This design comes from an exercise in tuning for small area, a short achievable clock period and few clock cycles on the open sky130 flow, not from production work.
At most, simulation tests tie the RTL to the original design; equivalence was not proved.
Function not checked in runs 5, 7 and 8: the RTL went through the layout flow alone.
Power is estimated from default activity; no workload was simulated.

==> design.v <==
module mips_div(
    input         div_clk,
    input         resetn,
    input         div_signed,
    input         div,
    input  [31:0] x,
    input  [31:0] y,
    output [31:0] s,       
    output [31:0] r,       
    output        complete
);
    localparam ST_IDLE = 2'd0, ST_LZ = 2'd1, ST_IT = 2'd3;
    reg [1:0]  st;
    reg        complete_r;
    reg [32:0] rem;      
    reg [31:0] dv;       
    reg [31:0] q;
    reg [4:0]  cnt;
    reg [4:0]  lzx;
    reg [5:0]  lzy;
    reg        xn, yn, sub;
    reg        first;    
    wire sx     = div_signed & x[31];
    wire sy     = div_signed & y[31];
    wire sub_in = ~(sx ^ sy);
    wire sneg   = ~sub;
    wire [30:0] ux = x[30:0] ^ x[31:1];
    wire [30:0] uy = y[30:0] ^ y[31:1];
    wire [4:0]  lx, ly;
    wire        ynz;
    lzc32 u_lzx(.v({1'b0, ux[30:1], 1'b1}), .z(lx), .nz());
    lzc32 u_lzy(.v({1'b0, uy[30:0]}), .z(ly), .nz(ynz));
    wire [6:0] kd = {1'b0, lzy} - {2'b0, lzx};
    wire [4:0] k  = kd[6] ? 5'd0 : kd[4:0];
    wire       kz1 = sub & (k == 5'd0);
    wire [31:0] dsh = (dv << k) | ({32{sub}} & ~({32{1'b1}} << k));
    wire [32:0] b    = {~xn, dv};
    wire [33:0] sum  = {rem, 1'b1} + {b, sub};             
    wire [32:0] t    = sum[33:1];
    wire [32:0] pp   = rem ^ b;
    wire [32:0] kk   = {rem[31:0] | b[31:0], sub};
    wire        zero = (pp == kk);                         
    wire        acc  = xn ? (t[32] | zero) : ~t[32];
    wire        last = (cnt == 5'd0);
    always @(posedge div_clk) begin
        if (!resetn) begin
            st         <= ST_IDLE;
            complete_r <= 1'b0;
        end else begin
            complete_r <= 1'b0;
            case (st)
            ST_IDLE: if (div) st <= ST_LZ;
            ST_LZ: begin
                if (!div) st <= ST_IDLE;
                else if (!acc || kz1) begin
                    st         <= ST_IDLE;
                    complete_r <= 1'b1;
                end else st <= ST_IT;
            end
            default: begin
                if (!div) st <= ST_IDLE;
                else if (last) begin
                    st         <= ST_IDLE;
                    complete_r <= 1'b1;
                end
            end
            endcase
        end
    end
    always @(posedge div_clk) begin
        xn  <= sx;
        yn  <= sy;
        sub <= sub_in;
        lzx <= (x[31] & ~div_signed) ? 5'd0 : lx;
        lzy <= (y[31] & ~div_signed) ? 6'd0 : (ynz ? {1'b0, ly} : 6'd32);
        cnt <= (st == ST_LZ) ? k : cnt - 5'd1;
        first <= (st == ST_LZ);
        if (st == ST_IT) q <= {(first ? {31{sneg}} : q[30:0]), acc ^ sneg};
        else             q <= {31'd0, (st == ST_LZ) & kz1 & acc};
        case (st)
        ST_IDLE: dv <= y ^ {32{sub_in}};
        ST_LZ:   dv <= dsh;
        default: dv <= {~xn, dv[31:1]};
        endcase
        if (st == ST_IDLE)
            rem <= {sx, x};
        else if (acc && (st == ST_IT || (st == ST_LZ && (sneg || kz1))))
            rem <= t;
    end
    assign complete = complete_r;
    assign s = q;
    assign r = rem[31:0];
endmodule
module lzc32(
    input  [31:0] v,
    output [4:0]  z,
    output        nz
);
    wire [15:0] a1, z1;
    wire [7:0]  a2;
    wire [15:0] z2;
    wire [3:0]  a3;
    wire [11:0] z3;
    wire [1:0]  a4;
    wire [7:0]  z4;
    genvar i;
    generate
        for (i = 0; i < 16; i = i + 1) begin : l1
            assign a1[i] = v[2*i+1] | v[2*i];
            assign z1[i] = ~v[2*i+1];
        end
        for (i = 0; i < 8; i = i + 1) begin : l2
            assign a2[i] = a1[2*i+1] | a1[2*i];
            assign z2[2*i+1:2*i] = a1[2*i+1] ? {1'b0, z1[2*i+1]} : {1'b1, z1[2*i]};
        end
        for (i = 0; i < 4; i = i + 1) begin : l3
            assign a3[i] = a2[2*i+1] | a2[2*i];
            assign z3[3*i+2:3*i] = a2[2*i+1] ? {1'b0, z2[4*i+3:4*i+2]} : {1'b1, z2[4*i+1:4*i]};
        end
        for (i = 0; i < 2; i = i + 1) begin : l4
            assign a4[i] = a3[2*i+1] | a3[2*i];
            assign z4[4*i+3:4*i] = a3[2*i+1] ? {1'b0, z3[6*i+5:6*i+3]} : {1'b1, z3[6*i+2:6*i]};
        end
    endgenerate
    assign z  = a4[1] ? {1'b0, z4[7:4]} : {1'b1, z4[3:0]};
    assign nz = a4[1] | a4[0];
endmodule
==> flow/run.sh <==
#!/bin/bash
# The standard layout (standard.sh, unchanged synthesis), except that:
#  - the port buffers are plain buf_2 cells instead of the default delay-buffer cell;
#  - clock tree synthesis uses clkbuf_4/clkbuf_8 and no dummy loads.
set -euo pipefail
bash standard.sh \
  BUFFER_PORTS_ARGS="-buffer_cell sky130_fd_sc_hd__buf_2" \
  CTS_ARGS="-sink_clustering_enable -repair_clock_nets -buf_list {sky130_fd_sc_hd__clkbuf_4 sky130_fd_sc_hd__clkbuf_8} -dont_use_dummy_load" \
  finish > make_finish.log 2>&1
==> standard.sh <==
#!/bin/bash
# synth_recipe.tcl (not shown) runs the flow's synth.tcl, then flattens the netlist and writes it again
# the make line also repeats each setting of config.mk as NAME=value (left out here)
make -C /OpenROAD-flow-scripts/flow DESIGN_CONFIG=/design/flow/config.mk WORK_HOME=/design/flow/orfs CLKGATE_MAP_FILE= SYNTH_SCRIPT=/design/flow/synth_recipe.tcl "${@:-finish}"
==> config.mk <==
export PLATFORM = sky130hd
export DESIGN_NAME = mips_div
export DESIGN_NICKNAME = mips_div
export VERILOG_FILES = /design/flow/design.v
export SDC_FILE = /design/flow/constraint.sdc
export NUM_CORES = 4
export LEC_CHECK = 0
export CAP_MARGIN = 20
export CORE_MARGIN = 2
export CORE_UTILIZATION = 40
export PLACE_DENSITY = 0.8
export SETUP_SLACK_MARGIN = 5
export SLEW_MARGIN = 20
export TNS_END_PERCENT = 0
==> constraint.sdc <==
create_clock -name core_clock -period 8.0 [get_ports {div_clk}]
set_input_delay 1.6000 -clock core_clock [delete_from_list [all_inputs] [get_ports {div_clk}]]
set_output_delay 1.6000 -clock core_clock [all_outputs]
set_load 0.01 [all_outputs]
==> impl_metrics.ini, run 1 <==
[global_routing]
track_usage = 0.270
grt_overflow_total = 0
grt_pass1_wl_mm = 60.6
antenna_found_initial = 0
grt_pass1_vias = 10500
grt_max_degree = 49

[outcome]
outcome = finished clean

[floorplan]
io-pin-count = 133
num_rows = 60
start_util = 0.408
die_w_um = 170
die_area_sq_mm = 0.0289
core_sq_mm = 0.0270
dieHeight_um = 170

[setup_path]
r2r_start = lzy[0]
reg2reg_slack_ns = 4.62
cp_data_required_time_ns = 8.32
path_buf_inv = 4
critPathKind = flip-flop to flip-flop
slowest_delay_ns = 0.46
crit_fanout = 21
timing.rr.end = dv[30]
cp-endpoint = dv[30]
cp-end-kind = flip-flop
crit_cells = 13
r2r_cells = 13
crit_chain = inv_1 > ha_2 > inv_2 > fa_2 > and3_4 > a211o_4 > buf_4 > bufbuf_16 > o21ai_4 > mux2i_2 > mux2_2 > o311a_1 > o31ai_2
slowest_stage = fa_2
arrival_ns = 3.70
cp-start-kind = flip-flop
crit_start = lzy[0]
critical_path.top_delay_family = compound AO/OA/AOI/OAI gates

[timing]
timing.final.crit_period_ns = 3.38
relSlewSlack = 0.355
report.final.slew_viol_count = 0
finalHoldViolCount = 0
tightest_slew_ns = 0.965
finalCritPeriodShare = 0.423
setup_violations = 0
rsz0062_at_grt = true
skew_ns = 0.0280
tns_ns = 0
fmax_ghz = 0.296
hold_ws_ns = 0.439

[place]
io_buffer_count = 132
gp_congestion = 0.995
dpl.hpwl_mm = 28.7

[synth]
synth.area.top_cells = dfxtp_1 16%, edfxtp_1 9.0%, ha_1 8.1%, a21oi_1 6.2%, mux2i_1 5.4%
synthArstFlopShare = 0
ys_warn_count = 1
netlist_area_sq_mm = 0.0110
syn_inst = 1460
syn-num-nets = 1601
synthDistinctLibCells = 75
synth_top_area_share = 0.156
avgSynthCellArea_sq_um = 7.56
synth_seq_cells = 119
yosysTopAreaCell = dfxtp_1
synth-edff-count = 33
seq_area_frac_synth = 0.246
synth-main-ff-cell = dfxtp_1

[detailed_routing]
routed_wl_mm = 39.8
antenna_left = 0
viasPerCell = 6.13
num_vias = 11400
routedWlPerCell_um = 21.4
drc = 0
drt_iter0_markers = 1609
dr.pass1.iters = 8

[clock_network]
numCtsBuffers = 17
cts_root_buf = clkbuf_8
numClockSinks = 119
clkSlewWorstSetupHoldPaths_ns = 0.09
hold_buffers = 0
ctsLongestPathBuffers = 2
cts_tree = done
cts_htree_levels = 4
clk-insertion-delay-late_ns = 0.45

[cells_and_area]
areaGrowthSynthToFinish_pct = 13.4
multiInputGateArea_sq_mm = 0.00760
drive_above_1_share = 0.177
fillers = 2671
regArea_sq_mm = 0.00272
final_util = 0.463
nets = 1667

[job]
drv_cap = 0

[power]
leakage_nw = 5.37
power_per_cell_area_mw_per_mm2 = 362
vdd_ir_drop_max_v = 0.000143
total_power_mw = 4.53

[hold_path]
min_path_type = flip-flop to flip-flop
==> how the worst min path moves through the flow <==
| stage | start | end | slack, ns | depth (start not counted) |
|---|---|---|---|---|
| floorplan | cnt[0] | cnt[0] | 0.43 | 1 |
| global placement | cnt[0] | cnt[0] | 0.45 | 1 |
| detailed placement | q[23] | q[24] | 0.46 | 2 |
| CTS | q[17] | q[18] | 0.44 | 2 |
| global route | q[17] | q[18] | 0.46 | 2 |
| finish | q[17] | q[18] | 0.44 | 2 |
==> report_power, final <==
part | switching [mW] | leakage, nW | internal [mW] | total, mW
clock network | 0.238 | 0.122 | 0.187 | 0.425
registers | 0.243 | 1.05 | 0.814 | 1.06
logic | 1.82 | 4.20 | 1.23 | 3.05
==> through the flow <==
step	setup WS (ns)	area [sq um]	std cells
after floorplan	4.61	11100	1460
final	4.62	12500	1866
after global placement	4.05	11600	1821
after global routing	4.54	12500	1865
after detailed placement	3.94	11600	1821
after CTS	4.71	12400	1860
==> cells in the final DEF, fill, tap and decap left out, types with 11 or more instances in the layout <==
cell type	Yosys	layout
o21ai_0	88	82
a211oi_1	16	15
edfxtp_1	33	33
o211ai_1	25	25
nand3_1	48	47
clkbuf_8	0	17
xnor2_1	58	58
a31oi_1	22	21
xor2_1	40	40
mux2i_1	59	43
dfxtp_1	86	84
nand2_1	155	151
inv_1	105	103
nor2_1	107	103
a21oi_1	137	134
buf_2	20	133
a21o_1	12	11
o22ai_1	11	11
nor3_1	28	28
ha_1	71	69
buf_4	36	28
a22oi_1	11	11
nand2b_1	43	42
==> tightest hold or removal path, stage by stage, from the launching register on <==
cell	delay (ns)
dfxtp_1	0.31
nand2b_1	0.06
a21oi_1	0.06
==> metal layers <==
layer / GRT usage / wire, um / vias up
li1: - / - / 5268
met3: 0.0465 / 4090 / 126
met4: 0.101 / 1560 / 0
met5: 0 / 0 / -
met2: 0.423 / 17800 / 733
met1: 0.371 / 16400 / 5313
==> cell usage after synthesis (11+ instances only) <==
cell / instances
a21o_1: 12
nor3_1: 28
or3_1: 11
o31ai_1: 12
a22oi_1: 11
a21oi_1: 137
a31oi_1: 22
o22ai_1: 11
edfxtp_1: 33
mux2i_1: 59
o211ai_1: 25
xor2_1: 40
nand2b_1: 43
inv_1: 105
buf_4: 36
xnor2_1: 58
nand3_1: 48
and3_1: 12
ha_1: 71
nand2_1: 155
o21ai_0: 88
buf_2: 20
nor2_1: 107
a211oi_1: 16
clkbuf_1: 62
dfxtp_1: 86
==> flip-flops by register name, summed over array words and instances, names as in the netlist <==
signal and cells:
q 32, first 1, cnt 5, rem 33, sub 1, lzy 6
xn 1, dv 32, lzx 5, st 2, complete_r 1
==> cell type report <==
type / instances / share of cell area
flip-flops and latches: 119 / 0.217
inverters: 105 / 0.0318
clock buffers: 17 / 0.0187
diodes: 1 / 0.000200
multi-input cells: 1110 / 0.607
repair buffers: 173 / 0.0910
well taps: 341 / 0.0341
==> cell families (layout without fill, tap and decap cells) <==
family,Yosys count,in the layout,synth area share
buf+inv,232,295,0.0950
compound gates,416,417,0.238
fa+ha+maj,73,73,0.0842
flops,119,119,0.246
xor+xnor,99,99,0.0798
other cells,0,1,0
simple gates,451,451,0.190
mux,70,70,0.0668
==> repair_timing <==
action | in CTS | in global routing
gates resized for setup | 66 | 7
gates cloned | 6 | 0
setup endpoints to repair | 86 | 93
pin swaps | 11 | 5
endpoints found under the hold margin | 0 | 0
buffers inserted | 16 | 5
Testbench counts, summed over its fixed seeds: cycles 41,434.
==> run 2, diff against run 1 <==
--- a/config.mk
+++ b/config.mk
@@ -9,5 +9,4 @@
 export CORE_MARGIN = 2
 export CORE_UTILIZATION = 40
-export PLACE_DENSITY = 0.8
 export SETUP_SLACK_MARGIN = 5
 export SLEW_MARGIN = 20
==> impl_metrics.ini, run 2 <==
[floorplan]
num_rows = 60
die_w_um = 170
io-pin-count = 133
start_util = 0.408
core_sq_mm = 0.0270
die_area_sq_mm = 0.0289
dieHeight_um = 170

[job]
drv_cap = 0

[timing]
finalWorstSetupSlack_ns = 4.66
tns_ns = 0
finalCritPeriodShare = 0.418
timing.final.crit_period_ns = 3.34
report.final.slew_viol_count = 0
skew_ns = 0.0355
relSlewSlack = 0.346
rsz0062_at_grt = true
finalHoldViolCount = 0
setup_violations = 0
tightest_slew_ns = 0.979
fmax_ghz = 0.299

[place]
place_area_sq_mm = 0.0116
dpl.hpwl_mm = 29.6
dp.cells = 1821
post-place-ws_ns = 3.85
io_buffer_count = 132
gp_congestion = 0.993

[detailed_routing]
antenna_left = 0
drt_iter0_markers = 1134
drc = 0
viasPerCell = 6.02
num_vias = 11300
routedWlPerCell_um = 21.6
routed_wl_mm = 40.3
dr.pass1.iters = 6

[setup_path]
r2r_start = lzy[0]
critPathKind = flip-flop to flip-flop
cp-end-kind = flip-flop
slowest_delay_ns = 0.46
crit_chain = inv_2 > ha_4 > inv_2 > fa_2 > and3_4 > buf_6 > a211oi_4 > buf_6 > mux2i_2 > mux2i_1 > mux2_4 > a311o_1 > a31oi_1 > o32ai_2
path_buf_inv = 4
cp-start-kind = flip-flop
r2r_cells = 14
arrival_ns = 3.67
reg2reg_slack_ns = 4.66
cp_data_required_time_ns = 8.33
critical_path.top_delay_family = compound AO/OA/AOI/OAI gates
crit_fanout = 6
timing.rr.end = dv[29]
slowest_stage = fa_2

[synth]
ys_warn_count = 1
synth.area.top_cells = dfxtp_1 16%, edfxtp_1 9.0%, ha_1 8.1%, a21oi_1 6.2%, mux2i_1 5.4%
synth_top_area_share = 0.156
syn_inst = 1460
syn-num-nets = 1601
yosysTopAreaCell = dfxtp_1
avgSynthCellArea_sq_um = 7.56
netlist_area_sq_mm = 0.0110
synth_seq_cells = 119
synthArstFlopShare = 0
synth-edff-count = 33
synthDistinctLibCells = 75
seq_area_frac_synth = 0.246
post-synth-top-count-cell = nand2_1
synth_top_cells_by_count = 155 x nand2_1, 137 x a21oi_1, 107 x nor2_1
synth-main-ff-cell = dfxtp_1

[hold_path]
min_path_type = flip-flop to flip-flop
worstHoldPathCells = 2
worstHoldEndpoint = q[30]
holdCritStartpoint = q[29]

[global_routing]
grt_max_degree = 49
grt_pass1_vias = 10400
antenna_found_initial = 2
grt_overflow_total = 0
track_usage = 0.274
grt_pass1_wl_mm = 60.5

[cells_and_area]
drive_above_1_share = 0.188
largest_register_ffs = 33
regArea_sq_mm = 0.00272
max_flop_register = rem
layout_commonest_cell = nand2_1
layout_common_cells = 150 x nand2_1, 134 x a21oi_1, 133 x buf_2, 102 x inv_1, 102 x nor2_1
nets = 1672
stdcell_area_sq_mm = 0.0126
top_regs = rem (33), dv (32), q (32)
fillers = 2765
final_cells = 1870
multiInputGateArea_sq_mm = 0.00766
diodes = 0
areaGrowthSynthToFinish_pct = 14.1

[clock_network]
cts_htree_levels = 4
clk-insertion-delay-late_ns = 0.46
clkSlewWorstSetupHoldPaths_ns = 0.09
cts_root_buf = clkbuf_8
numClockSinks = 119
numCtsBuffers = 17
ctsLongestPathBuffers = 2
hold_buffers = 0
cts_tree = done

[outcome]
outcome = finished clean

[power]
total_power_mw = 4.54
vdd_ir_drop_max_v = 0.000176
power_per_cell_area_mw_per_mm2 = 361
leakage_nw = 5.35
## run 2: worst max-delay path by stage
stage	cells after the start	endpoint	slack [ns]	from
after floorplan	8	lzy[1]	4.61	y[20]
after global placement	12	rem[0]	3.98	lzy[0]
final	14	dv[29]	4.66	lzy[0]
after CTS	13	dv[31]	4.74	lzy[0]
after global routing	14	dv[29]	4.59	lzy[0]
after detailed placement	12	rem[0]	3.85	lzy[0]
## run 2: worst min-delay path: stages (launching register included)
cell and delay [ns]:
dfxtp_1 0.31, nand2b_1 0.06, a21oi_1 0.06
## run 2: timing repair
action,CTS,global route
resized for setup,71,21
endpoints found under the setup margin,86,92
pin swaps,10,6
cloned,5,0
buffers inserted,20,7
## run 2: report_power, final
part | internal, mW | total, mW | switching, mW
clock network | 0.187 | 0.420 | 0.233
logic | 1.25 | 3.07 | 1.82
registers | 0.814 | 1.05 | 0.239
total | 2.25 | 4.54 | 2.29
## run 2: final cells by class
cell class,count,share of cell area
clock buffers,17,0.0186
flip-flops and latches,119,0.216
repair buffers,178,0.0912
multi-input cells,1110,0.609
well taps,341,0.0339
inverters,105,0.0316
## run 2: metal layers
metal  track usage  wire (um)  vias to the layer above
met4         0.105       1470                        4
met5             0         23                        -
met3        0.0574       3320                      109
met1         0.380      18000                     5355
met2         0.417      17500                      515
li1              -          -                     5278
## run 2: through the flow
stage | hold WS [ns] | utilization
after floorplan | 0.429 | -
after global placement | 0.453 | 0.430
after detailed placement | 0.458 | 0.430
after CTS | 0.461 | 0.460
after global routing | 0.475 | 0.466
final | 0.462 | 0.466
## run 2: kinds of logic (layout without fill, tap and decap cells)
logic type,count (synthesis),count (layout),synth area share
adder cells (fa/ha/maj),73,73,0.0842
AO/OA/AOI/OAI,416,417,0.238
XOR/XNOR,99,99,0.0798
buffers and inverters,232,300,0.0950
multiplexers,70,70,0.0668
flip-flops,119,119,0.246
AND/OR/NAND/NOR,451,451,0.190
==> run 3, diff against run 2 <==
--- a/config.mk
+++ b/config.mk
@@ -11,3 +11,3 @@
 export SETUP_SLACK_MARGIN = 5
 export SLEW_MARGIN = 20
-export TNS_END_PERCENT = 0
+export TNS_END_PERCENT = 100
==> impl_metrics.ini, run 3 <==
[clock_network]
clkSlewWorstSetupHoldPaths_ns = 0.11
numClockSinks = 119
hold_buffers = 0
cts_htree_levels = 4
cts_root_buf = clkbuf_8
cts_tree = done
numCtsBuffers = 17
ctsLongestPathBuffers = 2
clk-insertion-delay-late_ns = 0.49

[power]
leakage_nw = 5.83
power.share.switching = 0.503
p_comb_frac = 0.705
pwr-share-clk = 0.084
vdd_ir_drop_max_v = 0.000158
internal_power_mw = 2.56
seq_power_share = 0.211
power_per_cell_area_mw_per_mm2 = 366
p_switching_mw = 2.60

[floorplan]
die_area_sq_mm = 0.0289
io-pin-count = 133
dieHeight_um = 170
num_rows = 60
core_sq_mm = 0.0270
start_util = 0.408
die_w_um = 170

[global_routing]
antenna_found_initial = 1
grt_max_degree = 44
grt_overflow_total = 0
grt_pass1_vias = 10800
track_usage = 0.287
grt_pass1_wl_mm = 63.3

[timing]
relSlewSlack = 0.339
finalHoldViolCount = 0
tns_ns = 0
tightest_slew_ns = 0.990
skew_ns = 0.0515
rsz0062_at_grt = true
setup_violations = 0
finalCritPeriodShare = 0.423
report.final.slew_viol_count = 0
fmax_ghz = 0.295
timing.final.crit_period_ns = 3.39

[detailed_routing]
viasPerCell = 6.25
drt_iter0_markers = 1573
routed_wl_mm = 43.9
num_vias = 12000
antenna_left = 0
dr.pass1.iters = 6
routedWlPerCell_um = 22.9
drc = 0

[cells_and_area]
areaGrowthSynthToFinish_pct = 27.9
layout_commonest_cell = nand2_1
max_flop_register = rem
fillers = 2579
layout_common_cells = 140 x nand2_1, 125 x buf_2, 119 x a21oi_1, 103 x inv_1, 96 x nor2_1
top_regs = rem (33), dv (32), q (32)
drive_above_1_share = 0.296
largest_register_ffs = 33
final_cells = 1918
nets = 1719

[job]
drv_cap = 0

[setup_path]
critPathKind = flip-flop to flip-flop
cp-start-kind = flip-flop
cp_data_required_time_ns = 8.18
slowest_delay_ns = 0.48
crit_fanout = 5
arrival_ns = 3.57
slowest_stage = fa_2
crit_chain = inv_1 > ha_2 > inv_2 > fa_2 > and3_4 > a211o_4 > buf_4 > buf_6 > buf_16 > nor2_4 > nand2_4 > nor2_4 > o21ai_4 > o21ai_4 > buf_6 > clkbuf_16
cp-end-kind = flip-flop

[synth]
syn_inst = 1460
ys_warn_count = 1
netlist_area_sq_mm = 0.0110
synth_seq_cells = 119
synth.area.top_cells = dfxtp_1 16%, edfxtp_1 9.0%, ha_1 8.1%, a21oi_1 6.2%, mux2i_1 5.4%
synthDistinctLibCells = 75
post-synth-top-count-cell = nand2_1
synth-main-ff-cell = dfxtp_1
seq_area_frac_synth = 0.246
avgSynthCellArea_sq_um = 7.56
synth-edff-count = 33
synth_top_area_share = 0.156
yosysTopAreaCell = dfxtp_1
synthArstFlopShare = 0
syn-num-nets = 1601
synth_top_cells_by_count = 155 x nand2_1, 137 x a21oi_1, 107 x nor2_1

[hold_path]
min_path_type = flip-flop to flip-flop

[place]
dp.cells = 1821
io_buffer_count = 132
dpl.hpwl_mm = 29.5
gp_congestion = 1.01

[outcome]
outcome = finished clean
==> run 3: cell count changes in the layout (fill, tap and decap cells not counted), moves of 9 or more <==
| cell | change |
|---|---|
| nand2_1 | -10 |
| o21ai_1 | +11 |
| dfxtp_2 | +15 |
| buf_6 | +17 |
| a21oi_1 | -15 |
| a21oi_2 | +11 |
| o21ai_0 | -18 |
| mux2i_1 | -14 |
| dfxtp_4 | +9 |
| ha_1 | -11 |
| buf_4 | +19 |
| dfxtp_1 | -24 |
==> run 3: cells by family after synthesis <==
group / share of synthesized area
AND/OR/NAND/NOR: 0.190
AO/OA/AOI/OAI: 0.238
buffers and inverters: 0.0950
flip-flops: 0.246
XOR/XNOR: 0.0798
adder cells (fa/ha/maj): 0.0842
multiplexers: 0.0668
==> run 3: metal layers <==
| metal | global-route usage | routed length (um) | up-vias |
|---|---|---|---|
| li1 | - | - | 5386 |
| met1 | 0.375 | 17700 | 5687 |
| met2 | 0.438 | 19100 | 741 |
| met3 | 0.0909 | 5010 | 177 |
| met4 | 0.118 | 2050 | 0 |
| met5 | 0 | 0 | - |
==> run 3: path summary, 6_finish.rpt <==
check / start / to / slack (ns) / depth (start not counted)
setup / recovery: lzy[0] / rem[17] / 4.61 / 16
hold / removal: q[16] / q[17] / 0.45 / 2
setup reg to reg: lzy[0] / rem[17] / 4.61 / 16
hold reg to reg: q[16] / q[17] / 0.45 / 2
==> run 3: worst max-delay path: cells and delay by family (launching register included) <==
| family | cells | cell delay [ns] |
|---|---|---|
| AND/OR/NAND/NOR | 4 | 0.63 |
| adder cells (fa/ha/maj) | 2 | 0.65 |
| flip-flops | 1 | 0.30 |
| AO/OA/AOI/OAI | 3 | 0.70 |
| buffers and inverters | 7 | 0.83 |
==> run 3: area by class of cell <==
cell class	count	area, sq um	share of cell area
Multi-Input combinational cell	1110	8430	0.598
Sequential cell	119	2770	0.196
Timing Repair Buffer	225	1850	0.131
Tap cell	341	427	0.0302
Inverter	105	394	0.0279
Clock buffer	17	234	0.0166
Antenna cell	1	2.50	0.000177
==> run 3: through the flow <==
step | power, mW | util | hold slack [ns] | setup slack (ns) | instance area, sq um
floorplan | 3.06 | - | 0.429 | 4.61 | 11200
global placement | 3.76 | 0.432 | 0.453 | 4.06 | 11700
detailed placement | 3.76 | 0.432 | 0.458 | 3.93 | 11700
CTS | 4.59 | 0.481 | 0.455 | 4.75 | 13000
global route | 5.41 | 0.522 | 0.482 | 4.58 | 14100
finish | 5.16 | 0.522 | 0.447 | 4.61 | 14100
==> run 3: what timing repair did <==
item	CTS	global route
cloned	9	4
setup endpoints to repair	86	84
resized for setup	152	185
setup buffers	34	31
pin swaps	31	62
==> run 3: power groups by stage <==
stage               registers, mW  clock network [mW]  logic (mW)
detailed placement           1.05                   0        2.70
global route                 1.10               0.454        3.86
global placement             1.05                   0        2.71
floorplan                   0.938                   0        2.12
finish                       1.09               0.433        3.64
CTS                          1.05               0.432        3.11
==> run 4, diff against run 3 <==
--- a/config.mk
+++ b/config.mk
@@ -9,5 +9,5 @@
 export CORE_MARGIN = 2
 export CORE_UTILIZATION = 40
-export SETUP_SLACK_MARGIN = 5
+export SETUP_SLACK_MARGIN = 4.8
 export SLEW_MARGIN = 20
 export TNS_END_PERCENT = 100
==> impl_metrics.ini, run 4 <==
[outcome]
outcome = finished clean

[power]
p_comb_frac = 0.689
power_per_cell_area_mw_per_mm2 = 364
vdd_ir_drop_max_v = 0.000161
seq_power_share = 0.223
leakage_nw = 5.56
power.share.switching = 0.502
p_switching_mw = 2.40
pwr-share-clk = 0.089
internal_power_mw = 2.39

[synth]
syn-num-nets = 1601
synthArstFlopShare = 0
ys_warn_count = 1
synth.area.top_cells = dfxtp_1 16%, edfxtp_1 9.0%, ha_1 8.1%, a21oi_1 6.2%, mux2i_1 5.4%
synth_seq_cells = 119
seq_area_frac_synth = 0.246
synth_top_cells_by_count = 155 x nand2_1, 137 x a21oi_1, 107 x nor2_1
syn_inst = 1460
synth-main-ff-cell = dfxtp_1
yosysTopAreaCell = dfxtp_1
synthDistinctLibCells = 75
synth_top_area_share = 0.156
post-synth-top-count-cell = nand2_1
avgSynthCellArea_sq_um = 7.56
netlist_area_sq_mm = 0.0110
synth-edff-count = 33

[cells_and_area]
fillers = 2655
layout_common_cells = 146 x nand2_1, 132 x buf_2, 130 x a21oi_1, 103 x inv_1, 101 x nor2_1
top_regs = rem (33), dv (32), q (32)
largest_register_ffs = 33
diodes = 0
nets = 1691
stdcell_area_sq_mm = 0.0132
drive_above_1_share = 0.241
areaGrowthSynthToFinish_pct = 19.4
layout_commonest_cell = nand2_1
max_flop_register = rem

[setup_path]
critPathKind = flip-flop to flip-flop
cp_data_required_time_ns = 8.37
crit_fanout = 5
cp-start-kind = flip-flop
cp-end-kind = flip-flop
arrival_ns = 3.69

[global_routing]
grt_pass1_vias = 10500
track_usage = 0.274
antenna_found_initial = 0
grt_overflow_total = 0
grt_pass1_wl_mm = 60.9
grt_max_degree = 46

[place]
io_buffer_count = 132
place_area_sq_mm = 0.0116
dpl.hpwl_mm = 29.0
gp_congestion = 0.983

[clock_network]
cts_htree_levels = 4
cts_tree = done
numClockSinks = 119
clk-insertion-delay-late_ns = 0.46
clkSlewWorstSetupHoldPaths_ns = 0.08
ctsLongestPathBuffers = 2
hold_buffers = 0
cts_root_buf = clkbuf_8
numCtsBuffers = 17

[timing]
skew_ns = 0.0387
finalHoldViolCount = 0
setup_violations = 0
finalCritPeriodShare = 0.415
tns_ns = 0
fmax_ghz = 0.301
rsz0062_at_grt = true
relSlewSlack = 0.334
tightest_slew_ns = 0.997
report.final.slew_viol_count = 0
timing.final.crit_period_ns = 3.32

[detailed_routing]
antenna_left = 0
routedWlPerCell_um = 21.6
drc = 0
viasPerCell = 5.98
routed_wl_mm = 40.8
num_vias = 11300
drt_iter0_markers = 1210
dr.pass1.iters = 6

[floorplan]
die_area_sq_mm = 0.0289
core_sq_mm = 0.0270
start_util = 0.408
io-pin-count = 133
num_rows = 60
die_w_um = 170
dieHeight_um = 170

[hold_path]
min_path_type = flip-flop to flip-flop

[job]
drv_cap = 0
-- run 4: cell count changes in the layout (fill, tap and decap cells not counted), moves of 9 or more --
cell,change
buf_6,-16
o21ai_1,-9
a21oi_1,+11
buf_4,-13
o21ai_0,+11
mux2i_1,+13
-- run 4: power by group through the flow --
stage / clock, mW / sequential (mW) / combinational, mW
after floorplan: 0 / 0.938 / 2.11
after global placement: 0 / 1.05 / 2.70
after detailed placement: 0 / 1.05 / 2.69
after CTS: 0.427 / 1.05 / 2.98
after global routing: 0.447 / 1.08 / 3.54
final: 0.425 / 1.07 / 3.30
-- run 4: kinds of logic after synthesis --
group / Yosys count / share of synthesized area
AO/OA/AOI/OAI: 416 / 0.238
XOR/XNOR: 99 / 0.0798
adder cells (fa/ha/maj): 73 / 0.0842
buffers and inverters: 232 / 0.0950
flip-flops: 119 / 0.246
multiplexers: 70 / 0.0668
AND/OR/NAND/NOR: 451 / 0.190
-- run 4: path summary, 6_finish.rpt --
| check | startpoint | to | slack [ns] | depth (start not counted) |
|---|---|---|---|---|
| max | lzy[0] | dv[15] | 4.68 | 15 |
| min | q[24] | q[25] | 0.46 | 2 |
| max reg2reg | lzy[0] | dv[15] | 4.68 | 15 |
| min reg2reg | q[24] | q[25] | 0.46 | 2 |
-- run 4: repair_timing --
item,CTS,global route
pin swaps,15,28
endpoints found under the setup margin,71,75
gates resized for setup,78,105
cloned,6,4
setup buffers,25,17
-- run 4: worst max-delay path, stage by stage, from the launching register on --
cell and delay [ns]:
dfxtp_1 0.29, inv_1 0.05, ha_2 0.17, inv_2 0.04
fa_2 0.49, and3_4 0.21, a211o_4 0.38, buf_12 0.15
buf_16 0.13, mux2i_1 0.11, mux2i_1 0.23, mux2i_1 0.15
mux2i_1 0.22, nand2_1 0.08, a21oi_1 0.36, a221o_1 0.17
-- run 4: layout make-up --
cell class              count  area, sq um  area share
flip-flops and latches    119         2750       0.209
repair buffers            196         1430       0.109
well taps                 341          427      0.0324
multi-input cells        1110         7930       0.602
inverters                 105          398      0.0302
clock buffers              17          234      0.0178
repair inverters            1         5.00    0.000380
-- run 4: metal layers --
metal / global-route usage / vias to the layer above / routed length (um)
met1: 0.370 / 5332 / 17500
li1: - / 5315 / -
met2: 0.424 / 555 / 17800
met4: 0.0840 / 0 / 1370
met3: 0.0749 / 90 / 4210
met5: 0 / - / 0
-- run 4: stage by stage --
stage	total power [mW]	util	hold WS, ns	cells	setup slack [ns]
4_1_cts	4.46	0.465	0.463	1868	4.72
3_3_place_gp	3.74	0.431	0.453	1820	4.05
2_1_floorplan	3.05	-	0.429	1460	4.61
6_report	4.79	0.487	0.461	1889	4.68
3_5_place_dp	3.74	0.431	0.458	1820	3.94
5_1_grt	5.07	0.487	0.487	1889	4.62
==> run 5, diff against run 4 <==
--- a/design.v
+++ b/design.v
@@ -38,7 +38,5 @@
     wire [33:0] sum  = {rem, 1'b1} + {b, sub};             
     wire [32:0] t    = sum[33:1];
-    wire [32:0] pp   = rem ^ b;
-    wire [32:0] kk   = {rem[31:0] | b[31:0], sub};
-    wire        zero = (pp == kk);                         
+    wire        zero = ~|t;                                
     wire        acc  = xn ? (t[32] | zero) : ~t[32];
     wire        last = (cnt == 5'd0);
--- a/config.mk
+++ b/config.mk
@@ -9,5 +9,5 @@
 export CORE_MARGIN = 2
 export CORE_UTILIZATION = 40
-export SETUP_SLACK_MARGIN = 4.8
+export SETUP_SLACK_MARGIN = 5
 export SLEW_MARGIN = 20
-export TNS_END_PERCENT = 100
+export TNS_END_PERCENT = 0
==> impl_metrics.ini, run 5 <==
[setup_path]
arrival_ns = 4.32
crit_path_frequent_cell = inv_1
slowest_stage = xor2_1
cp-start-kind = flip-flop
critPathKind = flip-flop to flip-flop
crit_chain = inv_1 > ha_1 > inv_1 > fa_1 > xor2_1 > nand2_2 > buf_4 > nor2_1 > a22o_1 > a221oi_2 > a211oi_1 > o22ai_1 > a221o_1
critical_path.top_delay_family = compound AO/OA/AOI/OAI gates
crit_start = lzy[0]
cp-end-kind = flip-flop
path_buf_inv = 3
crit_fanout = 19
slowest_delay_ns = 0.74
r2r_start = lzy[0]
cp_data_required_time_ns = 8.34

[floorplan]
die_w_um = 166
io-pin-count = 133
core_sq_mm = 0.0259
num_rows = 59
die_area_sq_mm = 0.0275
dieHeight_um = 166
start_util = 0.404

[global_routing]
use_met3 = 0.0562
antenna_found_initial = 0
grtUsageMet2 = 0.412
grt_max_degree = 45
grt_overflow_total = 0
track_usage = 0.278
met1_usage = 0.386
grt_pass1_vias = 10300
grt_pass1_wl_mm = 60.0
busiest_layer = met2

[cells_and_area]
top_regs = rem (33), dv (32), q (32)
largest_register_ffs = 33
drive_above_1_share = 0.202
layout_common_cells = 151 x nand2_1, 141 x a21oi_1, 132 x buf_2, 109 x nor2_1, 89 x o21ai_0
diodes = 0
final_cells = 1782
max_flop_register = rem
nets = 1558
layout_commonest_cell = nand2_1
areaGrowthSynthToFinish_pct = 14.8
final_util = 0.464

[timing]
timing.final.crit_period_ns = 3.98
skew_ns = 0.0317
hold_ws_ns = 0.464
setup_violations = 0
relSlewSlack = 0.251
rsz0062_at_grt = true
tns_ns = 0
finalHoldViolCount = 0
finalCritPeriodShare = 0.498
fmax_ghz = 0.251
tightest_slew_ns = 1.12
report.final.slew_viol_count = 0
finalWorstSetupSlack_ns = 4.02

[clock_network]
numCtsBuffers = 17
cts_tree = done
cts_htree_levels = 4
clk-insertion-delay-late_ns = 0.46
hold_buffers = 0
numClockSinks = 119
cts_root_buf = clkbuf_8
clkSlewWorstSetupHoldPaths_ns = 0.09
ctsLongestPathBuffers = 2

[synth]
synth.area.top_cells = dfxtp_1 16%, edfxtp_1 9.5%, a21oi_1 6.8%, nand2_1 5.5%, mux2i_1 5.4%
synthArstFlopShare = 0
post-synth-top-count-cell = nand2_1
syn_inst = 1378
syn-num-nets = 1487
synth_top_area_share = 0.164
synthDistinctLibCells = 86
seq_area_frac_synth = 0.259
avgSynthCellArea_sq_um = 7.61
synth-main-ff-cell = dfxtp_1
yosysTopAreaCell = dfxtp_1
synth_top_cells_by_count = 153 x nand2_1, 143 x a21oi_1, 114 x nor2_1
synth_seq_cells = 119
netlist_area_sq_mm = 0.0105
ys_warn_count = 1
synth-edff-count = 33

[hold_path]
holdCritStartpoint = q[10]
min_path_type = flip-flop to flip-flop

[place]
io_buffer_count = 132
dpl.hpwl_mm = 29.2
dp.cells = 1738
post-place-ws_ns = 3.08
gp_congestion = 0.962

[power]
power_per_cell_area_mw_per_mm2 = 498
vdd_ir_drop_max_v = 0.000187
leakage_nw = 4.84

[detailed_routing]
dr.pass1.iters = 6
routed_wl_mm = 39.4
drc = 0
antenna_left = 0
num_vias = 11000
viasPerCell = 6.19
drt_iter0_markers = 1334
routedWlPerCell_um = 22.1

[outcome]
outcome = finished clean

[job]
drv_cap = 0
run 5: what timing repair did:
| item | 4_1_cts | 5_1_grt |
|---|---|---|
| setup endpoints to repair | 83 | 82 |
| pin swaps | 14 | 3 |
| gates cloned | 3 | 0 |
| gates resized for setup | 54 | 15 |
| setup buffers | 23 | 1 |
run 5: worst paths after layout:
path / end / slack [ns] / cells past startpoint
max: dv[24] / 4.02 / 13
max reg2reg: dv[24] / 4.02 / 13
min reg2reg: q[11] / 0.46 / 2
min: q[11] / 0.46 / 2
run 5: cells by family after synthesis:
family | count (synthesis) | share of synthesized area
simple gates | 468 | 0.213
compound gates | 453 | 0.279
buf+inv | 163 | 0.0714
flops | 119 | 0.259
mux | 72 | 0.0749
xor+xnor | 62 | 0.0518
fa+ha+maj | 41 | 0.0504
run 5: power breakdown:
group	switching (mW)	internal (mW)
clock	0.228	0.186
combinational	2.67	1.69
sequential	0.306	0.913
total	3.20	2.79
run 5: routing by layer:
metal  routed length [um]  share of wire
met2                17000           0.43
met4                 1770          0.045
met3                 3440          0.087
met1                17200           0.44
met5                    0              0
run 5: cell type report:
cell class | instances | area [sq um]
timing repair buffer | 172 | 1040
tap | 335 | 419
inverter | 41 | 154
clock buffer | 17 | 234
fill | 2635 | 13900
sequential | 119 | 2740
multi-input combinational | 1098 | 7450
run 5: tightest hold or removal path, stage by stage, from the launching register on:
cell and delay, ns:
dfxtp_1 0.31, nand2b_1 0.06, a21oi_1 0.06
run 5: through the flow:
step	instance area (sq um)	total power, mW
after floorplan	10600	3.98
after global placement	11200	5.00
after detailed placement	11200	4.99
after CTS	11900	5.78
after global routing	12000	6.34
final	12000	5.99
==> run 6, diff against run 5 <==
--- a/design.v
+++ b/design.v
@@ -33,10 +33,11 @@
     wire [6:0] kd = {1'b0, lzy} - {2'b0, lzx};
     wire [4:0] k  = kd[6] ? 5'd0 : kd[4:0];
-    wire       kz1 = sub & (k == 5'd0);
     wire [31:0] dsh = (dv << k) | ({32{sub}} & ~({32{1'b1}} << k));
     wire [32:0] b    = {~xn, dv};
     wire [33:0] sum  = {rem, 1'b1} + {b, sub};             
     wire [32:0] t    = sum[33:1];
-    wire        zero = ~|t;                                
+    wire [32:0] pp   = rem ^ b;
+    wire [32:0] kk   = {rem[31:0] | b[31:0], sub};
+    wire        zero = (pp == kk);                         
     wire        acc  = xn ? (t[32] | zero) : ~t[32];
     wire        last = (cnt == 5'd0);
@@ -51,5 +52,5 @@
             ST_LZ: begin
                 if (!div) st <= ST_IDLE;
-                else if (!acc || kz1) begin
+                else if (!acc) begin
                     st         <= ST_IDLE;
                     complete_r <= 1'b1;
@@ -75,5 +76,5 @@
         first <= (st == ST_LZ);
         if (st == ST_IT) q <= {(first ? {31{sneg}} : q[30:0]), acc ^ sneg};
-        else             q <= {31'd0, (st == ST_LZ) & kz1 & acc};
+        else             q <= 32'd0;
         case (st)
         ST_IDLE: dv <= y ^ {32{sub_in}};
@@ -83,5 +84,5 @@
         if (st == ST_IDLE)
             rem <= {sx, x};
-        else if (acc && (st == ST_IT || (st == ST_LZ && (sneg || kz1))))
+        else if (acc && (st == ST_IT || (st == ST_LZ && sneg)))
             rem <= t;
     end
==> flow/run.sh (replaced) <==
#!/bin/bash
# The standard layout (standard.sh, unchanged synthesis), except that the
# port buffers are plain buf_2 cells instead of the default delay-buffer cell.
set -euo pipefail
bash standard.sh BUFFER_PORTS_ARGS="-buffer_cell sky130_fd_sc_hd__buf_2" finish > make_finish.log 2>&1
==> impl_metrics.ini, run 6 <==
[synth]
seq_area_frac_synth = 0.246
ys_warn_count = 1
synth_top_area_share = 0.156
synth_top_family_by_area = compound AO/OA/AOI/OAI gates
yosysTopAreaCell = dfxtp_1
synth-main-ff-cell = dfxtp_1
avgSynthCellArea_sq_um = 7.67
synth.mux.area_fraction = 0.0492
synth-edff-count = 33
netlist_area_sq_mm = 0.0110
syn_inst = 1437
synth.area.top_cells = dfxtp_1 16%, edfxtp_1 9.0%, ha_1 8.1%, a21oi_1 6.6%, nand2_1 5.0%
synthArstFlopShare = 0
synthXorXnorAreaFrac = 0.0790
synth_top_cells_by_count = 148 x nand2_1, 146 x a21oi_1, 125 x nor2_1
synth_compound_area_frac = 0.249
syn-num-nets = 1578
synthAdderAreaFrac = 0.0842
post-synth-top-count-cell = nand2_1
synth-simple-area-share = 0.200
synth_seq_cells = 119
synthDistinctLibCells = 85

[global_routing]
track_usage = 0.257
antenna_found_initial = 1
grt_pass1_wl_mm = 57.3
grt_pass1_vias = 10300
grt_max_degree = 60
grt_overflow_total = 0

[setup_path]
arrival_ns = 3.28
cp-start-kind = flip-flop
cp_data_required_time_ns = 8.15
r2r_start = rem[26]
r2r_cells = 12
critPathKind = flip-flop to flip-flop
crit_fanout = 8
cp-end-kind = flip-flop
timing.rr.end = rem[10]
reg2reg_slack_ns = 4.88

[timing]
tns_ns = 0
finalCritPeriodShare = 0.390
setup_violations = 0
tightest_slew_ns = 1.01
report.final.slew_viol_count = 0
rsz0062_at_grt = true
hold_ws_ns = 0.468
skew_ns = 0.0118
finalHoldViolCount = 0
finalWorstSetupSlack_ns = 4.88
fmax_ghz = 0.320
timing.final.crit_period_ns = 3.12
relSlewSlack = 0.326

[detailed_routing]
drc = 0
dr.pass1.iters = 7
drt_iter0_markers = 1210
routedWlPerCell_um = 20.8
routed_wl_mm = 39.9
viasPerCell = 5.93
num_vias = 11400
antenna_left = 0

[outcome]
outcome = finished clean

[floorplan]
die_area_sq_mm = 0.0289
die_w_um = 170
start_util = 0.408
core_sq_mm = 0.0270
io-pin-count = 133
dieHeight_um = 170
num_rows = 60

[clock_network]
cts_root_buf = clkbuf_16
numClockSinks = 119
numCtsBuffers = 17
clk-insertion-delay-late_ns = 0.43
clkSlewWorstSetupHoldPaths_ns = 0.07
cts_tree = done
cts_htree_levels = 4
ctsLongestPathBuffers = 2

[place]
dp.cells = 1799
io_buffer_count = 132
post-place-ws_ns = 4.20
dpl.hpwl_mm = 27.6
gp_congestion = 0.968

[power]
vdd_ir_drop_max_v = 0.000186
leakage_nw = 5.75
power_per_cell_area_mw_per_mm2 = 387

[cells_and_area]
final_util = 0.506
areaGrowthSynthToFinish_pct = 24.1
final_cells = 1919
fillers = 2672
layout_commonest_cell = nand2_1
top_regs = rem (33), dv (32), q (32)
largest_register_ffs = 33
nets = 1705
drive_above_1_share = 0.275
layout_common_cells = 142 x nand2_1, 136 x a21oi_1, 129 x buf_2, 117 x nor2_1, 88 x inv_1
max_flop_register = rem

[hold_path]
min_path_type = flip-flop to flip-flop
worstHoldPathCells = 2
holdCritStartpoint = q[7]
worstHoldEndpoint = q[8]

[job]
drv_cap = 0
run 6: cell types whose count changed after synthesis, sizes merged, moves of 9 or more:
cell and change:
inv +52, mux2i -39, mux2 -9, o31ai -10, nor2 +15, xnor2 +25, mux4 +10, o21ai +12
clkbuf -21, ha +32, buf +21, xor2 +9, nand4 -12
run 6: metal layers:
| metal | track usage | share of wire | vias to the layer above | wire [um] |
|---|---|---|---|---|
| met1 | 0.330 | 0.41 | 5386 | 16500 |
| li1 | - | - | 5356 | - |
| met2 | 0.416 | 0.46 | 526 | 18300 |
| met3 | 0.0474 | 0.078 | 106 | 3090 |
| met5 | 0 | 0 | - | 0 |
| met4 | 0.127 | 0.050 | 0 | 2010 |
run 6: per-stage QoR:
stage / instance area, sq um / total power, mW
after floorplan: 11000 / 3.14
after global placement: 11500 / 3.79
after detailed placement: 11500 / 3.78
after CTS: 12400 / 4.68
after global routing: 13700 / 5.60
final: 13700 / 5.29
run 6: report_power, final:
| group | switching (mW) | internal (mW) | total, mW |
|---|---|---|---|
| combinational | 1.96 | 1.50 | 3.45 |
| clock | 0.366 | 0.416 | 0.783 |
| sequential | 0.214 | 0.834 | 1.05 |
| total | 2.54 | 2.75 | 5.29 |
run 6: critical path, cell delays in order (launching register included):
cell	delay, ns
edfxtp_1	0.43
inv_1	0.07
ha_1	0.34
xnor2_2	0.20
nor4_2	0.30
nand4_1	0.22
nor4_4	0.35
nor4_1	0.09
o21ai_1	0.18
nand3_4	0.13
o21ai_4	0.21
buf_12	0.16
clkbuf_16	0.16
run 6: worst max-delay path by stage:
stage / startpoint / end / slack (ns)
final: rem[26] / rem[10] / 4.88
after global routing: lzy[0] / dv[24] / 4.77
after CTS: y[9] / lzy[2] / 4.83
after detailed placement: dv[29] / rem[1] / 4.20
after global placement: dv[19] / rem[1] / 4.36
after floorplan: y[12] / lzy[2] / 4.50
run 6: kinds of logic (layout without fill, tap and decap cells):
family	after synthesis	count (layout)
XOR/XNOR	97	97
AND/OR/NAND/NOR	465	468
adder cells (fa/ha/maj)	73	73
multiplexers	34	34
AO/OA/AOI/OAI	435	438
buffers and inverters	214	348
other	0	1
flip-flops	119	119
run 6: layout make-up:
type                    instances  area [sq um]  area share
well taps                     341           427      0.0312
multi-input cells            1110          7940       0.581
flip-flops and latches        119          2760       0.202
clock buffers                  17           425      0.0311
clock inverters                15           159      0.0116
repair buffers                224          1600       0.117
diodes                          1          2.50    0.000183
inverters                      92           349      0.0255
run 6: what timing repair did:
action | 4_1_cts | 5_1_grt
gates cloned | 3 | 10
endpoints found under the setup margin | 81 | 88
setup buffers | 9 | 64
endpoints found under the hold margin | 0 | 0
pin swaps | 10 | 39
resized for setup | 47 | 139
hold buffers | 0 | 0
Testbench counts of run 6, summed over its fixed seeds: cycles 41,778.
==> run 7, diff against run 6 <==
--- a/design.v
+++ b/design.v
@@ -10,5 +10,5 @@
     output        complete
 );
-    localparam ST_IDLE = 2'd0, ST_LZ = 2'd1, ST_IT = 2'd3;
+    localparam ST_IDLE = 2'd0, ST_LZ = 2'd1, ST_DEC = 2'd2, ST_IT = 2'd3;
     reg [1:0]  st;
     reg        complete_r;
@@ -19,5 +19,5 @@
     reg [4:0]  lzx;
     reg [5:0]  lzy;
-    reg        xn, yn, sub;
+    reg        xn, sub, ci;
     reg        first;    
     wire sx     = div_signed & x[31];
@@ -25,4 +25,6 @@
     wire sub_in = ~(sx ^ sy);
     wire sneg   = ~sub;
+    wire dec_in = sx & ~sy;
+    wire ci_in  = sub_in | dec_in;             
     wire [30:0] ux = x[30:0] ^ x[31:1];
     wire [30:0] uy = y[30:0] ^ y[31:1];
@@ -33,12 +35,11 @@
     wire [6:0] kd = {1'b0, lzy} - {2'b0, lzx};
     wire [4:0] k  = kd[6] ? 5'd0 : kd[4:0];
-    wire [31:0] dsh = (dv << k) | ({32{sub}} & ~({32{1'b1}} << k));
+    wire       kz1 = sub & (k == 5'd0);
+    wire [31:0] dsh = (dv << k) | ({32{ci}} & ~({32{1'b1}} << k));
     wire [32:0] b    = {~xn, dv};
-    wire [33:0] sum  = {rem, 1'b1} + {b, sub};             
+    wire [33:0] sum  = {rem, 1'b1} + {b, ci};              
     wire [32:0] t    = sum[33:1];
-    wire [32:0] pp   = rem ^ b;
-    wire [32:0] kk   = {rem[31:0] | b[31:0], sub};
-    wire        zero = (pp == kk);                         
-    wire        acc  = xn ? (t[32] | zero) : ~t[32];
+    wire        pall = &(rem ^ b);                         
+    wire        acc  = xn ? (t[32] | pall) : ~t[32];
     wire        last = (cnt == 5'd0);
     always @(posedge div_clk) begin
@@ -49,8 +50,9 @@
             complete_r <= 1'b0;
             case (st)
-            ST_IDLE: if (div) st <= ST_LZ;
+            ST_IDLE: if (div) st <= dec_in ? ST_DEC : ST_LZ;
+            ST_DEC:  st <= div ? ST_LZ : ST_IDLE;
             ST_LZ: begin
                 if (!div) st <= ST_IDLE;
-                else if (!acc) begin
+                else if (!acc || kz1) begin
                     st         <= ST_IDLE;
                     complete_r <= 1'b1;
@@ -69,6 +71,6 @@
     always @(posedge div_clk) begin
         xn  <= sx;
-        yn  <= sy;
         sub <= sub_in;
+        ci  <= ci_in;
         lzx <= (x[31] & ~div_signed) ? 5'd0 : lx;
         lzy <= (y[31] & ~div_signed) ? 6'd0 : (ynz ? {1'b0, ly} : 6'd32);
@@ -76,13 +78,16 @@
         first <= (st == ST_LZ);
         if (st == ST_IT) q <= {(first ? {31{sneg}} : q[30:0]), acc ^ sneg};
-        else             q <= 32'd0;
+        else             q <= {31'd0, (st == ST_LZ) & kz1 & acc};
         case (st)
-        ST_IDLE: dv <= y ^ {32{sub_in}};
+        ST_IDLE: dv <= dec_in ? 32'hfffffffe : y ^ {32{sub_in}};
+        ST_DEC:  dv <= t[31:0];                   
         ST_LZ:   dv <= dsh;
         default: dv <= {~xn, dv[31:1]};
         endcase
         if (st == ST_IDLE)
+            rem <= dec_in ? {1'b0, y} : {sx, x};
+        else if (st == ST_DEC)
             rem <= {sx, x};
-        else if (acc && (st == ST_IT || (st == ST_LZ && sneg)))
+        else if (acc && (st == ST_IT || (st == ST_LZ && (sneg || kz1))))
             rem <= t;
     end
==> flow/run.sh (replaced) <==
#!/bin/bash
# The standard layout (standard.sh, unchanged synthesis), except that:
#  - the port buffers are plain buf_2 cells instead of the default delay-buffer cell;
#  - clock tree synthesis uses clkbuf_4/clkbuf_8 and no dummy loads.
set -euo pipefail
bash standard.sh \
  BUFFER_PORTS_ARGS="-buffer_cell sky130_fd_sc_hd__buf_2" \
  CTS_ARGS="-sink_clustering_enable -repair_clock_nets -buf_list {sky130_fd_sc_hd__clkbuf_4 sky130_fd_sc_hd__clkbuf_8} -dont_use_dummy_load" \
  finish > make_finish.log 2>&1
==> impl_metrics.ini, run 7 <==
[setup_path]
crit_fanout = 7
critPathKind = flip-flop to flip-flop
cp-end-kind = flip-flop
r2r_cells = 13
crit_start = lzy[0]
cp-start-kind = flip-flop
arrival_ns = 3.59
r2r_start = lzy[0]
cp_data_required_time_ns = 8.36

[global_routing]
antenna_found_initial = 0
track_usage = 0.302
grt_max_degree = 82
grt_pass1_vias = 11200
grt_overflow_total = 0
grt_pass1_wl_mm = 67.7

[power]
pwr-share-clk = 0.088
vdd_ir_drop_max_v = 0.000137
p_comb_frac = 0.682
power.share.switching = 0.520
p_switching_mw = 2.49
seq_power_share = 0.229
power_per_cell_area_mw_per_mm2 = 355
internal_power_mw = 2.30
leakage_nw = 5.45

[timing]
tns_ns = 0
setup_violations = 0
finalCritPeriodShare = 0.404
report.final.slew_viol_count = 0
finalWorstSetupSlack_ns = 4.77
fmax_ghz = 0.309
finalHoldViolCount = 0
skew_ns = 0.0465
relSlewSlack = 0.403
timing.final.crit_period_ns = 3.23
rsz0062_at_grt = true
tightest_slew_ns = 0.895

[outcome]
outcome = finished clean

[cells_and_area]
diodes = 0
largest_register_ffs = 33
max_flop_register = rem
top_regs = rem (33), dv (32), q (32)
stdcell_area_sq_mm = 0.0135
drive_above_1_share = 0.233
layout_common_cells = 214 x nand2_1, 148 x a21oi_1, 130 x buf_2, 115 x o21ai_0, 111 x nor2_1
fillers = 2819
layout_commonest_cell = nand2_1
nets = 1730
final_util = 0.486
areaGrowthSynthToFinish_pct = 19.4

[clock_network]
hold_buffers = 0
cts_root_buf = clkbuf_8
clk-insertion-delay-late_ns = 0.47
numCtsBuffers = 17
numClockSinks = 120
cts_tree = done
cts_htree_levels = 4
clkSlewWorstSetupHoldPaths_ns = 0.10
ctsLongestPathBuffers = 2

[place]
io_buffer_count = 132
post-place-ws_ns = 3.75
dpl.hpwl_mm = 32.8
gp_congestion = 1.02
place_area_sq_mm = 0.0119

[synth]
synth-main-ff-cell = dfxtp_1
synth-edff-count = 33
synth.area.top_cells = dfxtp_1 15%, edfxtp_1 8.8%, nand2_1 7.3%, a21oi_1 7.0%, o21ai_0 5.7%
synthDistinctLibCells = 82
ys_warn_count = 1
synthArstFlopShare = 0
yosysTopAreaCell = dfxtp_1
avgSynthCellArea_sq_um = 7.35
netlist_area_sq_mm = 0.0113
seq_area_frac_synth = 0.242
syn-num-nets = 1650
syn_inst = 1538
post-synth-top-count-cell = nand2_1
synth_top_cells_by_count = 220 x nand2_1, 159 x a21oi_1, 128 x o21ai_0
synth_top_area_share = 0.154
synth_seq_cells = 120

[detailed_routing]
drc = 0
antenna_left = 0
routed_wl_mm = 46.3
viasPerCell = 6.29
routedWlPerCell_um = 23.2
num_vias = 12500
drt_iter0_markers = 1502
dr.pass1.iters = 6

[hold_path]
holdCritStartpoint = q[0]
worstHoldPathCells = 2
min_path_type = flip-flop to flip-flop

[floorplan]
start_util = 0.407
io-pin-count = 133
die_w_um = 172
die_area_sq_mm = 0.0296
num_rows = 61
core_sq_mm = 0.0278
dieHeight_um = 172

[job]
drv_cap = 0
## run 7: changes by cell type after synthesis, sizes merged, moves of 22 or more
| cell | previous run | this run |
|---|---|---|
| inv | 92 | 34 |
| nand2 | 148 | 220 |
| xnor2 | 54 | 32 |
| o21ai | 110 | 132 |
| mux2i | 18 | 61 |
| ha | 71 | 42 |
## run 7: logic make-up after synthesis
group	after synthesis	synth area share
and+or+nand+nor	539	0.219
buffers and inverters	177	0.0754
muxes	83	0.0774
AOI/OAI and AO/OA	510	0.286
adders and majority gates	44	0.0501
xor gates and xnor gates	65	0.0504
DFF	120	0.242
## run 7: worst max-delay path: stages (launching register included)
cell and delay [ns]:
dfxtp_1 0.30, inv_1 0.05, ha_2 0.16, inv_1 0.05, fa_2 0.41, a21o_4 0.28
a31oi_4 0.41, buf_6 0.19, nor3_1 0.06, a211oi_2 0.30, o2bb2ai_1 0.32, a21oi_1 0.17
o21ai_0 0.24, o221a_2 0.21
## run 7: power by group through the flow
stage / registers (mW) / clock network (mW) / logic [mW]
6_report: 1.10 / 0.424 / 3.27
2_1_floorplan: 0.925 / 0 / 2.04
5_1_grt: 1.10 / 0.445 / 3.47
4_1_cts: 1.06 / 0.429 / 2.96
3_5_place_dp: 1.06 / 0 / 2.67
3_3_place_gp: 1.07 / 0 / 2.69
## run 7: area by class of cell
class | count | area, sq um | share of cell area
multi-input combinational | 1244 | 8530 | 0.632
sequential | 120 | 2740 | 0.203
timing repair buffer | 198 | 1370 | 0.101
tap | 378 | 473 | 0.0351
clock buffer | 17 | 234 | 0.0173
inverter | 37 | 141 | 0.0105
## run 7: path summary, 6_finish.rpt
kind                 end  slack (ns)
hold / removal      q[1]        0.44
hold reg to reg     q[1]        0.44
setup reg to reg  dv[14]        4.77
setup / recovery  dv[14]        4.77
## run 7: what timing repair did
action	CTS	global route
gates resized for setup	110	75
buffers inserted	23	17
cloned	6	4
pin swaps	21	25
endpoints found under the setup margin	108	108
hold endpoints to repair	0	0
## run 7: through the flow
stage	cells	hold slack, ns	total power, mW
2_1_floorplan	1538	0.448	2.96
3_3_place_gp	1927	0.452	3.76
3_5_place_dp	1927	0.461	3.74
4_1_cts	1973	0.445	4.45
5_1_grt	1994	0.459	5.02
6_report	1994	0.445	4.79
## run 7: routing by layer
layer | track usage | part of all wire
met5 | 0 | 0
met4 | 0.103 | 0.038
met3 | 0.0545 | 0.096
met2 | 0.467 | 0.44
met1 | 0.423 | 0.42
==> run 8, diff against run 7 <==
--- a/design.v
+++ b/design.v
@@ -10,5 +10,5 @@
     output        complete
 );
-    localparam ST_IDLE = 2'd0, ST_LZ = 2'd1, ST_DEC = 2'd2, ST_IT = 2'd3;
+    localparam ST_IDLE = 2'd0, ST_LZ = 2'd1, ST_FIX = 2'd2, ST_IT = 2'd3;
     reg [1:0]  st;
     reg        complete_r;
@@ -19,12 +19,12 @@
     reg [4:0]  lzx;
     reg [5:0]  lzy;
-    reg        xn, sub, ci;
+    reg        xn, yn, sub;
     reg        first;    
+    reg        zfix;     
+    reg        fromlz;   
     wire sx     = div_signed & x[31];
     wire sy     = div_signed & y[31];
     wire sub_in = ~(sx ^ sy);
     wire sneg   = ~sub;
-    wire dec_in = sx & ~sy;
-    wire ci_in  = sub_in | dec_in;             
     wire [30:0] ux = x[30:0] ^ x[31:1];
     wire [30:0] uy = y[30:0] ^ y[31:1];
@@ -35,11 +35,11 @@
     wire [6:0] kd = {1'b0, lzy} - {2'b0, lzx};
     wire [4:0] k  = kd[6] ? 5'd0 : kd[4:0];
-    wire       kz1 = sub & (k == 5'd0);
-    wire [31:0] dsh = (dv << k) | ({32{ci}} & ~({32{1'b1}} << k));
+    wire       kz1 = sub & (lzy <= {1'b0, lzx});           
+    wire [31:0] dsh = (dv << k) | ({32{sub}} & ~({32{1'b1}} << k));
     wire [32:0] b    = {~xn, dv};
-    wire [33:0] sum  = {rem, 1'b1} + {b, ci};              
+    wire [33:0] sum  = {rem, 1'b1} + {b, sub};             
     wire [32:0] t    = sum[33:1];
-    wire        pall = &(rem ^ b);                         
-    wire        acc  = xn ? (t[32] | pall) : ~t[32];
+    wire        zt   = xn & ~|t;                           
+    wire        acc  = (xn ? t[32] : ~t[32]) & ~zfix;
     wire        last = (cnt == 5'd0);
     always @(posedge div_clk) begin
@@ -50,8 +50,8 @@
             complete_r <= 1'b0;
             case (st)
-            ST_IDLE: if (div) st <= dec_in ? ST_DEC : ST_LZ;
-            ST_DEC:  st <= div ? ST_LZ : ST_IDLE;
+            ST_IDLE: if (div) st <= ST_LZ;
             ST_LZ: begin
                 if (!div) st <= ST_IDLE;
+                else if (zt) st <= ST_FIX;
                 else if (!acc || kz1) begin
                     st         <= ST_IDLE;
@@ -59,6 +59,11 @@
                 end else st <= ST_IT;
             end
+            ST_FIX: begin
+                st         <= ST_IDLE;
+                complete_r <= div;
+            end
             default: begin
                 if (!div) st <= ST_IDLE;
+                else if (last && zt && !zfix) st <= ST_FIX;
                 else if (last) begin
                     st         <= ST_IDLE;
@@ -71,22 +76,27 @@
     always @(posedge div_clk) begin
         xn  <= sx;
+        yn  <= sy;
         sub <= sub_in;
-        ci  <= ci_in;
         lzx <= (x[31] & ~div_signed) ? 5'd0 : lx;
         lzy <= (y[31] & ~div_signed) ? 6'd0 : (ynz ? {1'b0, ly} : 6'd32);
         cnt <= (st == ST_LZ) ? k : cnt - 5'd1;
-        first <= (st == ST_LZ);
-        if (st == ST_IT) q <= {(first ? {31{sneg}} : q[30:0]), acc ^ sneg};
-        else             q <= {31'd0, (st == ST_LZ) & kz1 & acc};
+        first  <= (st == ST_LZ);
+        zfix   <= (st == ST_IT) & zt & ~zfix & ~last;
+        fromlz <= (st == ST_LZ);
         case (st)
-        ST_IDLE: dv <= dec_in ? 32'hfffffffe : y ^ {32{sub_in}};
-        ST_DEC:  dv <= t[31:0];                   
+        ST_IT:   q <= {(first ? {31{sneg}} : {q[30:1], q[0] ^ zfix}), acc ^ sneg};
+        ST_FIX:  q <= fromlz ? {{31{sneg}}, 1'b1} : {q[31:1], ~q[0]};
+        ST_LZ:   q <= {31'd0, kz1 & acc};
+        default: q <= 32'd0;
+        endcase
+        case (st)
+        ST_IDLE: dv <= y ^ {32{sub_in}};
         ST_LZ:   dv <= dsh;
         default: dv <= {~xn, dv[31:1]};
         endcase
         if (st == ST_IDLE)
-            rem <= dec_in ? {1'b0, y} : {sx, x};
-        else if (st == ST_DEC)
             rem <= {sx, x};
+        else if (st == ST_FIX || zfix)
+            rem <= 33'd0;
         else if (acc && (st == ST_IT || (st == ST_LZ && (sneg || kz1))))
             rem <= t;
==> impl_metrics.ini, run 8 <==
[outcome]
outcome = finished clean

[power]
leakage_nw = 5.28
vdd_ir_drop_max_v = 0.000153
power_per_cell_area_mw_per_mm2 = 353

[synth]
netlist_area_sq_mm = 0.0106
avgSynthCellArea_sq_um = 8.16
synthDistinctLibCells = 97
synth.mux.area_fraction = 0.0680
synth_top_family_by_area = compound AO/OA/AOI/OAI gates
synthAdderAreaFrac = 0.0485
ys_warn_count = 1
syn_inst = 1303
synthXorXnorAreaFrac = 0.0576
yosysTopAreaCell = edfxtp_1
synth_top_cells_by_count = 142 x nand2_1, 104 x nor2_1, 96 x a21oi_1
synth-edff-count = 64
synth.area.top_cells = edfxtp_1 18%, dfxtp_1 11%, mux2i_1 5.3%, nand2_1 5.0%, a21oi_1 4.5%
synthArstFlopShare = 0
synth-main-ff-cell = edfxtp_1
syn-num-nets = 1411
synth_compound_area_frac = 0.277
synth-simple-area-share = 0.188
seq_area_frac_synth = 0.286
synth_seq_cells = 120
post-synth-top-count-cell = nand2_1
synth_top_area_share = 0.181

[setup_path]
critical_path.top_delay_family = compound AO/OA/AOI/OAI gates
path_buf_inv = 2
cp-end-kind = flip-flop
slowest_delay_ns = 0.39
crit_path_frequent_cell = mux2i_1
cp-start-kind = flip-flop
crit_chain = ha_1 > inv_1 > fa_2 > a21o_1 > a21oi_4 > o21a_4 > buf_4 > nor2_4 > mux2i_1 > mux2i_1 > mux2i_1 > nor3_1 > a222oi_1 > o21ai_0
crit_fanout = 5
critPathKind = flip-flop to flip-flop
cp_data_required_time_ns = 8.29
arrival_ns = 3.65
slowest_stage = fa_2

[clock_network]
cts_tree = done
numCtsBuffers = 17
hold_buffers = 0
numClockSinks = 120
ctsLongestPathBuffers = 2
clkSlewWorstSetupHoldPaths_ns = 0.07
cts_htree_levels = 4
clk-insertion-delay-late_ns = 0.47
cts_root_buf = clkbuf_8

[floorplan]
start_util = 0.408
die_area_sq_mm = 0.0279
io-pin-count = 133
dieHeight_um = 167
die_w_um = 167
core_sq_mm = 0.0261
num_rows = 59

[timing]
tightest_slew_ns = 0.774
rsz0062_at_grt = true
hold_ws_ns = 0.481
setup_violations = 0
finalHoldViolCount = 0
finalCritPeriodShare = 0.419
report.final.slew_viol_count = 0
relSlewSlack = 0.479
fmax_ghz = 0.298
timing.final.crit_period_ns = 3.35
tns_ns = 0
skew_ns = 0.0381

[cells_and_area]
drive_above_1_share = 0.223
diodes = 0
max_flop_register = rem
layout_common_cells = 138 x nand2_1, 132 x buf_2, 95 x nor2_1, 91 x a21oi_1, 88 x o21ai_0
areaGrowthSynthToFinish_pct = 14.1
largest_register_ffs = 33
layout_commonest_cell = nand2_1
top_regs = rem (33), dv (32), q (32)
nets = 1492

[global_routing]
grt_max_degree = 35
antenna_found_initial = 0
grt_pass1_vias = 10100
grt_pass1_wl_mm = 58.4
track_usage = 0.266
grt_overflow_total = 0

[detailed_routing]
drt_iter0_markers = 1458
drc = 0
routed_wl_mm = 37.9
dr.pass1.iters = 7
viasPerCell = 6.25
routedWlPerCell_um = 22.1
antenna_left = 0
num_vias = 10700

[job]
drv_cap = 0

[hold_path]
min_path_type = flip-flop to flip-flop

[place]
dpl.hpwl_mm = 27.9
io_buffer_count = 132
gp_congestion = 0.997
run 8: cell types whose count changed after synthesis, moves of 11 or more:
cell,change
nor3_1,+13
nand2b_1,-36
nand2_1,-78
dfxtp_1,-31
nor2_1,-14
mux2_2,-13
a22o_1,+21
a21o_1,+24
clkbuf_1,-16
o21ai_0,-35
a211oi_1,-11
edfxtp_1,+31
a21oi_1,-63
run 8: cells by family after synthesis:
logic type | after synthesis
AOI/OAI and AO/OA | 433
and+or+nand+nor | 418
buffers and inverters | 154
muxes | 68
adders and majority gates | 40
DFF | 120
xor gates and xnor gates | 70
run 8: layout make-up:
type,count,area [sq um]
inverter,39,148
fill,2628,13900
tap,335,419
multi-input combinational,1033,7240
sequential,120,3050
timing repair buffer,173,1050
clock buffer,17,234
run 8: worst min-delay path, delay by kind of cell, from the launching register on:
| family | cells | cell delay, ns |
|---|---|---|
| AO/OA/AOI/OAI | 1 | 0.07 |
| flip-flops | 1 | 0.31 |
| AND/OR/NAND/NOR | 1 | 0.05 |
run 8: what timing repair did:
item | CTS | global route
pin swaps | 18 | 15
setup buffers | 22 | 4
resized for setup | 65 | 33
setup endpoints to repair | 86 | 87
gates cloned | 4 | 1
run 8: metal layers:
metal,global-route usage,routed length [um]
met1,0.372,16700
met2,0.402,16300
met3,0.0520,3430
met4,0.106,1530
met5,0,0
run 8: final timing paths:
| kind | from | to | slack, ns | cells after the start |
|---|---|---|---|---|
| worst min-delay path | cnt[4] | cnt[4] | 0.48 | 2 |
| worst min register to register | cnt[4] | cnt[4] | 0.48 | 2 |
| worst max register to register | lzx[0] | dv[25] | 4.65 | 14 |
| worst max-delay path | lzx[0] | dv[25] | 4.65 | 14 |
run 8: where the power goes:
part | leakage [nW] | internal [mW] | switching (mW)
combinational | 3.97 | 1.11 | 1.74
sequential | 1.20 | 0.830 | 0.192
clock | 0.122 | 0.186 | 0.225
run 8: per-stage QoR:
step	setup slack, ns	utilization	std cells	area [sq um]	power [mW]
floorplan	4.57	-	1303	10600	2.88
global placement	3.99	0.429	1669	11200	3.50
detailed placement	3.96	0.430	1669	11200	3.49
CTS	4.63	0.458	1712	11900	4.11
global route	4.50	0.466	1717	12100	4.54
finish	4.65	0.466	1717	12100	4.28

Check on run 8: ideal ports give 4.647 ns setup slack; a clkbuf_16 on the clock port and buf_2 on the inputs give 4.647 ns; moving port delays by the midpoint clock arrival (0.492 ns) as well gives 4.242 ns.
